This is an optimization exercise on Yosys and OpenROAD, whose aim is small area, a short achievable clock period and few clock cycles per item, not a production implementation. Function was checked by simulation only, so behaviour that the tests miss may differ from the original. Power is estimated from default activity; no workload was simulated.

==> inputs of job 3292 <==
==> flow/design.v <==
module divisor_secuencial #(
    parameter N = 32
) (
    input  logic             clk,
    input  logic             rst,
    input  logic             valid,
    input  logic [N-1:0]     A,
    input  logic [N-1:0]     B,
    output logic [N-1:0]     Q,
    output logic [N-1:0]     R,
    output logic             done,
    output logic             error
);
    logic [N-1:0] x_reg;     
    logic [N-1:0] d_reg;     
    logic [N-1:0] q_reg;     
    logic [4:0]   cnt;       
    logic         err_reg;
    logic s_align, s_step, s_done;
    logic idle, quick;
    assign idle  = !(s_align || s_step || s_done);
    assign quick = s_align && s_done;
    function automatic logic [5:0] lzc32(input logic [31:0] v);
        logic [15:0] z1;  logic [15:0] c1;         
        logic [7:0]  z2;  logic [15:0] c2;         
        logic [3:0]  z3;  logic [11:0] c3;         
        logic [1:0]  z4;  logic [7:0]  c4;         
        for (int i = 0; i < 16; i++) begin
            z1[i] = !(v[2*i+1] || v[2*i]);
            c1[i] = !v[2*i+1];
        end
        for (int i = 0; i < 8; i++) begin
            z2[i] = z1[2*i+1] && z1[2*i];
            c2[2*i+:2] = z1[2*i+1] ? {1'b1, c1[2*i]} : {1'b0, c1[2*i+1]};
        end
        for (int i = 0; i < 4; i++) begin
            z3[i] = z2[2*i+1] && z2[2*i];
            c3[3*i+:3] = z2[2*i+1] ? {1'b1, c2[4*i+:2]} : {1'b0, c2[4*i+2+:2]};
        end
        for (int i = 0; i < 2; i++) begin
            z4[i] = z3[2*i+1] && z3[2*i];
            c4[4*i+:4] = z3[2*i+1] ? {1'b1, c3[6*i+:3]} : {1'b0, c3[6*i+3+:3]};
        end
        lzc32 = {z4[1] && z4[0], z4[1] ? {1'b1, c4[3:0]} : {1'b0, c4[7:4]}};
    endfunction
    logic [5:0] lz_a, lz_b;
    logic [4:0] shamt;
    always_ff @(posedge clk) begin
        lz_a <= lzc32(A);
        lz_b <= lzc32(B);
    end
    assign shamt = lz_b[4:0] - lz_a[4:0];
    logic [N-1:0] d_shift;
    always_comb begin
        logic [N-1:0] t;
        logic [4:0]   s;
        s = s_align ? shamt : 5'd0;
        if (!s_align)
            t = d_reg >> 1;
        else if (s[0])
            t = d_reg << 1;
        else
            t = d_reg;
        if (s[1]) t = t << 2;
        if (s[2]) t = t << 4;
        if (s[3]) t = t << 8;
        if (s[4]) t = t << 16;
        d_shift = t;
    end
    logic [N-1:0] b_above;       
    logic         a_short;
    always_comb begin
        b_above[N-1] = 1'b0;
        for (int i = N - 2; i >= 0; i--)
            b_above[i] = b_above[i+1] || B[i+1];
    end
    assign a_short = !(|(A & ~b_above)) && (b_above[0] || B[0]);
    logic [N-1:0] diff;
    logic         ge;
    assign diff = x_reg - d_reg;
    assign ge   = x_reg >= d_reg;        
    assign Q     = q_reg;
    assign R     = x_reg;
    assign done  = s_done;
    assign error = err_reg;
    always_ff @(posedge clk or posedge rst) begin
        if (rst) begin
            s_align <= 1'b0;
            s_step  <= 1'b0;
            s_done  <= 1'b0;
        end else begin
            s_align <= idle && valid;
            s_step  <= (s_align && !quick && ge && !lz_b[5]) || (s_step && cnt != '0);
            s_done  <= (idle && valid && a_short) ||
                       (s_align && !quick && (!ge || lz_b[5])) || (s_step && cnt == '0);
        end
    end
    always_ff @(posedge clk) begin
        if (idle)
            x_reg <= A;
        else if (s_step && ge)
            x_reg <= diff;
        if (idle)
            d_reg <= B;
        else
            d_reg <= d_shift;
        if (s_step)
            q_reg <= {q_reg[N-2:0], ge};
        else
            q_reg <= '0;
        if (s_align)
            cnt <= shamt;
        else
            cnt <= cnt - 1'b1;
        err_reg <= !idle && lz_b[5];
    end
endmodule
==> flow/flow/run.sh <==
#!/bin/bash
# The standard layout (standard.sh), with changes to how it is made only:
#  - the ports are buffered with sky130_fd_sc_hd__buf_2 instead of the resizer's default pick;
#  - The clock tree is built from sky130_fd_sc_hd__clkbuf_4 and _8.
#  - repair_timing aims for extra setup slack at the design's 10 ns clock.
# The SDC, the clock period and everything else are the standard flow's own.
bash standard.sh "BUFFER_PORTS_ARGS=-buffer_cell sky130_fd_sc_hd__buf_2" SETUP_SLACK_MARGIN=6.9 "CTS_BUF_LIST=sky130_fd_sc_hd__clkbuf_4 sky130_fd_sc_hd__clkbuf_8" finish > standard.log 2>&1
==> flow/standard.sh <==
#!/bin/bash
# synth_recipe.tcl (not shown) runs the flow's synth.tcl, then flattens the netlist and writes it again
# the make line also repeats each setting of config.mk as NAME=value (left out here)
make -C /OpenROAD-flow-scripts/flow DESIGN_CONFIG=/design/flow/config.mk WORK_HOME=/design/flow/orfs CLKGATE_MAP_FILE= SYNTH_SCRIPT=/design/flow/synth_recipe.tcl "${@:-finish}"
==> flow/config.mk <==
export PLATFORM = sky130hd
export DESIGN_NAME = divisor_secuencial
export DESIGN_NICKNAME = divisor_secuencial
export VERILOG_FILES = /design/flow/design.v
export SDC_FILE = /design/flow/constraint.sdc
export NUM_CORES = 4
export LEC_CHECK = 0
export CAP_MARGIN = 20
export CORE_MARGIN = 2
export CORE_UTILIZATION = 40
export PLACE_DENSITY = 0.6
export SLEW_MARGIN = 20
==> flow/constraint.sdc <==
create_clock -name core_clock -period 10.0 [get_ports {clk}]
set_input_delay 2.0000 -clock core_clock [delete_from_list [all_inputs] [get_ports {clk}]]
set_output_delay 2.0000 -clock core_clock [all_outputs]
set_load 0.01 [all_outputs]
==> job 7483: changes against job 3292 <==
==> flow/design.v, changed modules only <==
module divisor_secuencial #(
    parameter N = 32
) (
    input  logic             clk,
    input  logic             rst,
    input  logic             valid,
    input  logic [N-1:0]     A,
    input  logic [N-1:0]     B,
    output logic [N-1:0]     Q,
    output logic [N-1:0]     R,
    output logic             done,
    output logic             error
);
    logic [N-1:0] x_reg;     
    logic [N-1:0] d_reg;     
    logic [N-1:0] q_reg;     
    logic [4:0]   cnt;       
    logic         err_reg;
    logic s_align, s_step, s_done;
    logic idle;
    assign idle = !(s_align || s_step || s_done);
    function automatic logic [5:0] lzc32(input logic [31:0] v);
        logic [15:0] z1;  logic [15:0] c1;         
        logic [7:0]  z2;  logic [15:0] c2;         
        logic [3:0]  z3;  logic [11:0] c3;         
        logic [1:0]  z4;  logic [7:0]  c4;         
        for (int i = 0; i < 16; i++) begin
            z1[i] = !(v[2*i+1] || v[2*i]);
            c1[i] = !v[2*i+1];
        end
        for (int i = 0; i < 8; i++) begin
            z2[i] = z1[2*i+1] && z1[2*i];
            c2[2*i+:2] = z1[2*i+1] ? {1'b1, c1[2*i]} : {1'b0, c1[2*i+1]};
        end
        for (int i = 0; i < 4; i++) begin
            z3[i] = z2[2*i+1] && z2[2*i];
            c3[3*i+:3] = z2[2*i+1] ? {1'b1, c2[4*i+:2]} : {1'b0, c2[4*i+2+:2]};
        end
        for (int i = 0; i < 2; i++) begin
            z4[i] = z3[2*i+1] && z3[2*i];
            c4[4*i+:4] = z3[2*i+1] ? {1'b1, c3[6*i+:3]} : {1'b0, c3[6*i+3+:3]};
        end
        lzc32 = {z4[1] && z4[0], z4[1] ? {1'b1, c4[3:0]} : {1'b0, c4[7:4]}};
    endfunction
    logic [5:0] lz_a, lz_b;
    logic [4:0] shamt;
    always_ff @(posedge clk) begin
        lz_a <= lzc32(A);
        lz_b <= lzc32(B);
    end
    assign shamt = lz_b[4:0] - lz_a[4:0];
    logic [N:0]   diff;
    logic         ge;
    assign diff = {1'b0, x_reg} - {1'b0, d_reg};
    assign ge   = !diff[N];
    assign Q     = q_reg;
    assign R     = x_reg;
    assign done  = s_done;
    assign error = err_reg;
    always_ff @(posedge clk or posedge rst) begin
        if (rst) begin
            s_align <= 1'b0;
            s_step  <= 1'b0;
            s_done  <= 1'b0;
        end else begin
            s_align <= idle && valid;
            s_step  <= (s_align && ge && !lz_b[5]) || (s_step && cnt != '0);
            s_done  <= (s_align && (!ge || lz_b[5])) || (s_step && cnt == '0);
        end
    end
    always_ff @(posedge clk) begin
        if (idle)
            x_reg <= A;
        else if (s_step && ge)
            x_reg <= diff[N-1:0];
        if (idle)
            d_reg <= B;
        else if (s_align)
            d_reg <= d_reg << shamt;
        else
            d_reg <= d_reg >> 1;
        if (s_step)
            q_reg <= {q_reg[N-2:0], ge};
        else
            q_reg <= '0;
        if (s_align)
            cnt <= shamt;
        else
            cnt <= cnt - 1'b1;
        if (s_align)
            err_reg <= lz_b[5];
    end
endmodule
==> flow/flow/run.sh (replaced) <==
#!/bin/bash
# The standard layout (standard.sh), with changes to how it is made only:
#  - the ports are buffered with sky130_fd_sc_hd__buf_2 instead of the resizer's default pick;
#  - repair_timing aims for extra setup slack at the design's 10 ns clock.
# The SDC, the clock period and everything else are the standard flow's own.
bash standard.sh "BUFFER_PORTS_ARGS=-buffer_cell sky130_fd_sc_hd__buf_2" SETUP_SLACK_MARGIN=6.5 finish > standard.log 2>&1
==> run_results.csv <==
group,metric,value,unit
synthesis,synthMuxAreaShare,10.4,%
run_status,status,"no timing/DRC/antenna violations",
power_and_ir_drop,comb-power,2.55,mW
critical_path,endpoint,"lz_b[0]",
critical_path,max_stage_delay,720,ps
synthesis,synthTopCellsByCount,"nand2_1 (87), nor2_1 (86), a21oi_1 (82), o21ai_0 (80), dfxtp_1 (78)",
die,dieArea,21700,sq um
critical_path,cp-end-kind,"flip-flop",
critical_path,cp.depth,6,
finish,regArea,2690,sq um
synthesis,synth-simple-area-share,18.9,%
That was job 7483.
==> run_results.csv <==
group,metric,value,unit
run_status,status,"no timing/DRC/antenna violations",
synthesis,synthTopCellsByCount,"nor2_1 (113), nand2_1 (105), a21oi_1 (102), dfxtp_1 (79), inv_1 (70)",
finish,clockBufferCount,17,
power_and_ir_drop,comb-power,2.54,mW
finish,regArea,2680,sq um
synthesis,synth-simple-area-share,19.9,%
critical_path,cp.depth,1,
timing,worst_pin_slew,878,ps
critical_path,max_stage_delay,430,ps
finish,layout_commonest_cell,"buf_2",
finish,buf_share,8.92,%
synthesis,synthMuxAreaShare,7.07,%
That was job 3292.
Testbench counts of job 3292, summed over its fixed seeds: cycles 30,393, items 3,600.
Testbench counts of job 7483, summed over its fixed seeds: cycles 32,125, items 3,600.

-- port drivers added, routing unchanged --
How much do the figures lean on ideal ports? The routed layouts below were timed once more, with nothing changed but the port constraints.
Step 1: set_driving_cell puts a clkbuf_16 on clk and a buf_2 on each other input, an assumption about the parent block.
Step 2, shift: input delay + t, output delay - t, t = (earliest + latest rising clock arrival at the registers) / 2. This alone moves slack from input paths to output paths.
Slacks: no drivers / after step 1 / after step 2; pairs: no drivers / after step 1.
run | t (ns) | slack for setup (ns) | latest minus earliest clock arrival (ns) | cell pins on the clock port's net
job 3292 | 0.516 | 6.927 / 6.889 / 6.443 | 0.011 / 0.011 | 1
job 7483 | 0.466 | 6.616 / 6.638 / 6.172 | 0.008 / 0.008 | 1
After both steps setup and hold are still met in every run listed. The setup slack of job 3292, which loses most, moves by -0.038 ns with the drivers and by -0.484 ns with both steps.
